Background: an optimization exercise with open tools, aiming at small area, a short achievable clock period and few clock cycles per item. Do not read the settings as production practice. The RTL was checked by simulation tests, not by an equivalence proof against the original design.

==> inputs of run P <==
==> flow/design.v <==
module DT(
	input 			clk,
	input			reset,
	output	reg		done ,
	output	reg		sti_rd ,
	output	reg 	[9:0]	sti_addr ,
	input		[15:0]	sti_di,
	output	reg		res_wr ,
	output	reg		res_rd ,
	output	reg 	[13:0]	res_addr ,
	output	reg 	[7:0]	res_do,
	input		[7:0]	res_di,
	output  reg fwpass_finish
	);
	localparam [3:0] S_IDLE = 4'd0,   
	                 S_WS   = 4'd1,   
	                 S_PR0  = 4'd2,   
	                 S_PR1  = 4'd3,   
	                 S_PR2  = 4'd4,   
	                 S_FR   = 4'd5,   
	                 S_FB   = 4'd6,   
	                 S_FW   = 4'd7,   
	                 S_BF   = 4'd8,   
	                 S_BR   = 4'd9,   
	                 S_BB   = 4'd10,  
	                 S_BW   = 4'd11,  
	                 S_DONE = 4'd12;
	reg [3:0]  state;
	reg        bwd;
	reg [9:0]  wi;         
	reg [3:0]  j;          
	reg [15:0] rem;        
	reg [15:0] nw;         
	reg [6:0]  wa, wb, wc;   
	reg [6:0]  lv;         
	reg [6:0]  fcap;       
	wire       rem_nz = |rem;
	wire       nw_nz  = |nw;
	wire [15:0] src   = rem_nz ? rem : nw;
	wire       found  = rem_nz | nw_nz;
	reg  [3:0] jq;
	integer k;
	always @(*) begin
		jq = 4'd0;
		for (k = 15; k >= 0; k = k - 1)
			if (src[k]) jq = k[3:0];
	end
	wire [15:0] ohq = 16'd1 << jq;
	wire [17:0] ext = {nw[1:0], rem};
	wire [4:0]  j1 = {1'b0, j} + 5'd1;
	wire [4:0]  j2 = {1'b0, j} + 5'd2;
	wire        n1 = ext[j1];
	wire        n2 = ext[j2];
	wire [9:0]  lw = sti_addr ^ {10{bwd}};    
	reg  [15:0] din;
	integer kd;
	always @(*) begin
		for (kd = 0; kd < 16; kd = kd + 1)
			din[kd] = bwd ? sti_di[kd] : sti_di[15-kd];
		if (lw[9:3] == 7'd0 || lw[9:3] == 7'd127) din = 16'd0;
		if (lw[2:0] == 3'd0) din[0] = 1'b0;
		if (lw[2:0] == 3'd7) din[15] = 1'b0;
	end
	wire [6:0] m1 = (lv < wa) ? lv : wa;
	wire [6:0] m2 = (wb < wc) ? wb : wc;
	wire [6:0] mc = ((m1 < m2) ? m1 : m2) + 7'd1;
	wire       chg = fcap > res_do[6:0];
	wire [6:0] row  = wi[9:3];
	wire [6:0] col  = {wi[2:0], j};
	wire [6:0] rowm = row - 7'd1;
	wire [9:0] wi1  = wi + 10'd1;
	wire in_pix = (state != S_IDLE);
	wire fin = (state == S_WS && !n1) || state == S_PR2 || state == S_FW ||
	           state == S_BW || ((state == S_BR || state == S_BB) && !chg) ||
	           state == S_IDLE;
	wire nx = in_pix && n1;    
	reg [3:0]  st_n;
	reg [13:0] a_n;
	reg        rd_n, wr_n;
	always @(*) begin
		st_n = state; a_n = {row, col}; rd_n = 1'b0; wr_n = 1'b0;
		case (state)
			S_WS:  if (n1) begin st_n = S_PR0; a_n = {rowm, col}; rd_n = 1'b1; end
			S_PR0: begin st_n = S_PR1; a_n = {rowm, col + 7'd1}; rd_n = 1'b1; end
			S_PR1: begin st_n = S_PR2; a_n = {rowm, col + 7'd2}; rd_n = 1'b1; end
			S_FR, S_FB: begin st_n = S_FW; wr_n = 1'b1; end
			S_BF:  if (n1) begin st_n = S_BR; a_n = {rowm, col + 7'd2}; rd_n = 1'b1; end
			       else st_n = S_BB;
			S_BR, S_BB: if (chg) begin st_n = S_BW; wr_n = 1'b1; end
			default: ;
		endcase
		if (fin) begin
			if (nx) begin
				if (bwd) begin st_n = S_BF; a_n = {row, col + 7'd1}; rd_n = 1'b1; end
				else if (n2) begin st_n = S_FR; a_n = {rowm, col + 7'd3}; rd_n = 1'b1; end
				else if (state == S_PR2) st_n = S_FB;
				else begin st_n = S_FW; a_n = {row, col + 7'd1}; wr_n = 1'b1; end
			end else if (found) begin
				st_n = S_WS; wr_n = 1'b1;
				a_n = rem_nz ? {wi, jq} : {wi1, jq};
			end else
				st_n = S_IDLE;
		end
	end
	wire shift = state == S_PR0 || state == S_PR1 || state == S_PR2 ||
	             state == S_FR || state == S_BR;
	wire pass_end = state == S_IDLE && wi[9:3] == 7'd127;
	always @(posedge clk) begin
		if (!reset) begin
			state <= S_IDLE;
			bwd <= 1'b0;
			done <= 1'b0;
			fwpass_finish <= 1'b0;
			sti_rd <= 1'b1;
			sti_addr <= 10'd7;
			wi <= 10'd5;
			j <= 4'd0;
			rem <= 16'd0;
			nw <= 16'd0;
			res_rd <= 1'b0;
			res_wr <= 1'b0;
			res_addr <= 14'd0;
			res_do <= 8'd0;
			lv <= 7'd0;
		end else if (state == S_DONE) begin
			res_rd <= 1'b0;
			res_wr <= 1'b0;
		end else if (pass_end) begin
			res_rd <= 1'b0;
			res_wr <= 1'b0;
			if (bwd) begin
				done <= 1'b1;
				state <= S_DONE;
			end else begin
				fwpass_finish <= 1'b1;
				bwd <= 1'b1;
				wi <= 10'd5;
				rem <= 16'd0;
				nw <= 16'd0;
				sti_addr <= 10'd1016;
			end
		end else begin
			state <= st_n;
			res_rd <= rd_n;
			res_wr <= wr_n;
			res_addr <= a_n ^ {14{bwd}};
			if (fin) begin
				j <= jq;
				if (rem_nz)
					rem <= rem & ~ohq;
				else begin
					rem <= nw & ~ohq;
					nw <= din;
					wi <= wi1;
					sti_addr <= bwd ? sti_addr - 10'd1 : sti_addr + 10'd1;
				end
			end
			if (fin && !nx && found) begin
				res_do <= 8'd1;
				lv <= 7'd1;
			end else if (!bwd && st_n == S_FW) begin
				res_do <= {1'b0, mc};
				lv <= mc;
			end else if (state == S_BF)
				res_do <= {1'b0, mc};
			if (state == S_BR || state == S_BB)
				lv <= chg ? res_do[6:0] : fcap;
		end
	end
	always @(posedge clk) begin
		if (state == S_BF) fcap <= res_di[6:0];
		if (shift) begin
			wc <= res_di[6:0];
			wb <= wc;
			wa <= wb;
		end
	end
endmodule
==> flow/run.sh <==
#!/bin/bash
# synth_recipe.tcl (not shown) runs the flow's synth.tcl, then flattens the netlist and writes it again
# the make line also repeats each setting of config.mk as NAME=value (left out here)
make -C /OpenROAD-flow-scripts/flow DESIGN_CONFIG=/design/flow/config.mk WORK_HOME=/design/flow/orfs CLKGATE_MAP_FILE= SYNTH_SCRIPT=/design/flow/synth_recipe.tcl finish
==> flow/config.mk <==
export PLATFORM = sky130hd
export DESIGN_NAME = DT
export DESIGN_NICKNAME = DT
export VERILOG_FILES = /design/flow/design.v
export SDC_FILE = /design/flow/constraint.sdc
export NUM_CORES = 4
export LEC_CHECK = 0
export CAP_MARGIN = 20
export CORE_MARGIN = 2
export CORE_UTILIZATION = 40
export SLEW_MARGIN = 20
==> flow/constraint.sdc <==
create_clock -name core_clock -period 5.0 [get_ports {clk}]
set_input_delay 1.0000 -clock core_clock [delete_from_list [all_inputs] [get_ports {clk}]]
set_output_delay 1.0000 -clock core_clock [all_outputs]
set_load 0.01 [all_outputs]
==> inputs of run B, as changes to run P <==
==> flow/design.v, changed modules only <==
module DT(
	input 			clk,
	input			reset,
	output	reg		done ,
	output	reg		sti_rd ,
	output	 	[9:0]	sti_addr ,
	input		[15:0]	sti_di,
	output	reg		res_wr ,
	output	reg		res_rd ,
	output	reg 	[13:0]	res_addr ,
	output	 	[7:0]	res_do,
	input		[7:0]	res_di,
	output  reg fwpass_finish
	);
	localparam [3:0] S_IDLE = 4'd0,   
	                 S_WS   = 4'd1,   
	                 S_PR0  = 4'd2,   
	                 S_PR1  = 4'd3,   
	                 S_PR2  = 4'd4,   
	                 S_FR   = 4'd5,   
	                 S_FW   = 4'd6,   
	                 S_BF   = 4'd7,   
	                 S_BR   = 4'd8,   
	                 S_BW   = 4'd9,   
	                 S_DONE = 4'd10;
	reg [3:0]  state;
	reg        bwd;
	reg [9:0]  wi;         
	reg [9:0]  ms;         
	reg [3:0]  j;          
	reg [15:0] rem;        
	reg [6:0]  wa, wb, wc;   
	reg [6:0]  lv;         
	reg [6:0]  fcap;       
	reg [6:0]  dv;         
	assign sti_addr = ms ^ {10{bwd}};
	assign res_do = {1'b0, dv};
	reg  [15:0] din;
	integer kd;
	always @(*) begin
		for (kd = 0; kd < 16; kd = kd + 1)
			din[kd] = bwd ? sti_di[kd] : sti_di[15-kd];
		if (ms[9:3] == 7'd0 || ms[9:3] == 7'd127) din = 16'd0;
		if (ms[2:0] == 3'd0) din[0] = 1'b0;
		if (ms[2:0] == 3'd7) din[15] = 1'b0;
	end
	wire        rem_nz = |rem;
	wire        din_nz = |din;
	wire [15:0] src    = rem_nz ? rem : din;
	wire        found  = rem_nz | din_nz;
	wire [15:0] below;     
	genvar g;
	assign below[0] = 1'b0;
	generate for (g = 1; g < 16; g = g + 1) begin : pe
		assign below[g] = below[g-1] | src[g-1];
	end endgenerate
	wire [15:0] ohq = src & ~below;
	wire [3:0]  jq  = {|ohq[15:8], |{ohq[15:12], ohq[7:4]},
	                   |{ohq[15:14], ohq[11:10], ohq[7:6], ohq[3:2]},
	                   |{ohq[15], ohq[13], ohq[11], ohq[9], ohq[7], ohq[5], ohq[3], ohq[1]}};
	wire [15:0] ohj = 16'd1 << j;
	wire        n1  = |(rem & {ohj[14:0], 1'b0}) | (ohj[15] & din[0]);
	wire [6:0] m1 = (lv < wa) ? lv : wa;
	wire [6:0] m2 = (wb < wc) ? wb : wc;
	wire [6:0] mc = ((m1 < m2) ? m1 : m2) + 7'd1;
	wire       chg = fcap > dv;
	wire [6:0] row  = wi[9:3];
	wire [6:0] col  = {wi[2:0], j};
	wire [6:0] rowm = row - 7'd1;
	wire fin = state == S_IDLE || (state == S_WS && !n1) || state == S_PR2 ||
	           state == S_FW || state == S_BW || (state == S_BR && !chg);
	wire nx  = state != S_IDLE && n1;    
	reg [3:0]  st_n;
	reg [13:0] a_n;
	reg        rd_n, wr_n;
	always @(*) begin
		st_n = state; a_n = {row, col}; rd_n = 1'b0; wr_n = 1'b0;
		case (state)
			S_WS:  begin st_n = S_PR0; a_n = {rowm, col}; rd_n = 1'b1; end
			S_PR0: begin st_n = S_PR1; a_n = {rowm, col + 7'd1}; rd_n = 1'b1; end
			S_PR1: begin st_n = S_PR2; a_n = {rowm, col + 7'd2}; rd_n = 1'b1; end
			S_FR:  begin st_n = S_FW; wr_n = 1'b1; end
			S_BF:  begin st_n = S_BR; a_n = {rowm, col + 7'd2}; rd_n = 1'b1; end
			S_BR:  begin st_n = S_BW; wr_n = 1'b1; end
			default: ;
		endcase
		if (fin) begin
			if (nx) begin
				rd_n = 1'b1; wr_n = 1'b0;
				if (bwd) begin st_n = S_BF; a_n = {row, col + 7'd1}; end
				else     begin st_n = S_FR; a_n = {rowm, col + 7'd3}; end
			end else if (found) begin
				st_n = S_WS; wr_n = 1'b1; rd_n = 1'b0;
				a_n = {rem_nz ? wi : ms, jq};
			end else begin
				st_n = S_IDLE; wr_n = 1'b0; rd_n = 1'b0;
			end
		end
	end
	wire shift = state == S_PR0 || state == S_PR1 || state == S_PR2 ||
	             state == S_FR || state == S_BR;
	wire pass_end = state == S_IDLE && wi[9:3] == 7'd127;
	always @(posedge clk) begin
		if (!reset) begin
			state <= S_IDLE;
			bwd <= 1'b0;
			done <= 1'b0;
			fwpass_finish <= 1'b0;
			sti_rd <= 1'b1;
			ms <= 10'd7;
			wi <= 10'd6;
			j <= 4'd0;
			rem <= 16'd0;
			res_rd <= 1'b0;
			res_wr <= 1'b0;
			res_addr <= 14'd0;
			dv <= 7'd0;
			lv <= 7'd0;
		end else if (state == S_DONE) begin
			res_rd <= 1'b0;
			res_wr <= 1'b0;
		end else if (pass_end) begin
			res_rd <= 1'b0;
			res_wr <= 1'b0;
			if (bwd) begin
				done <= 1'b1;
				state <= S_DONE;
			end else begin
				fwpass_finish <= 1'b1;
				bwd <= 1'b1;
				wi <= 10'd6;
				ms <= 10'd7;
				rem <= 16'd0;
			end
		end else begin
			state <= st_n;
			res_rd <= rd_n;
			res_wr <= wr_n;
			res_addr <= a_n ^ {14{bwd}};
			if (fin) begin
				j <= jq;
				if (rem_nz)
					rem <= rem & ~ohq;
				else begin
					rem <= din & ~ohq;
					wi <= ms;
					ms <= ms + 10'd1;
				end
			end
			if (fin && !nx && found) begin
				dv <= 7'd1;
				lv <= 7'd1;
			end else if (state == S_FR) begin
				dv <= mc;
				lv <= mc;
			end else if (state == S_BF)
				dv <= mc;
			if (state == S_BR)
				lv <= chg ? dv : fcap;
		end
	end
	always @(posedge clk) begin
		if (state == S_BF) fcap <= res_di[6:0];
		if (shift) begin
			wc <= res_di[6:0];
			wb <= wc;
			wa <= wb;
		end
	end
endmodule
==> reports/summary.txt <==
status -> finished clean
clk_skew -> 0.00848 ns
met2 usage -> 36.8%
worst hold stages -> 0
Die ar. -> 20,000 um2
# Taps -> 234
Source of the figures above: run B

==> reports/summary.txt <==
status -> finished clean
clk_skew -> 0.0114 ns
Cells after Synth -> 1,183
Die ar. -> 24,800 um2
# Taps -> 319
Largest cell class -> multi-input gates
Source of the figures above: run P

Testbench counts of run P, summed over its fixed seeds: cycles 444,873, images 24.
Testbench counts of run B, summed over its fixed seeds: cycles 448,244, images 24.

port drivers added, routing unchanged:
How much do the figures lean on ideal ports? The routed layouts below were timed once more, with nothing changed but the port constraints.
Step 1 (the two cells are an assumption about what drives the block):
set clk [get_ports {clk}]
set_driving_cell -lib_cell sky130_fd_sc_hd__clkbuf_16 $clk
set_driving_cell -lib_cell sky130_fd_sc_hd__buf_2 [delete_from_list [all_inputs] $clk]
Step 2, shift: input delay + t, output delay - t, t = (earliest + latest rising clock arrival at the registers) / 2. This alone moves slack from input paths to output paths.
Three values: ideal ports, drivers, drivers and shift; two values: the first two.
run	shift t [ns]	slack for setup (ns)	cell pins on the clock port's net
run P	0.474	0.272 / 0.272 / 0.272	1
run B	0.406	0.335 / 0.335 / 0.335	1
After both steps every run listed still meets setup and hold.
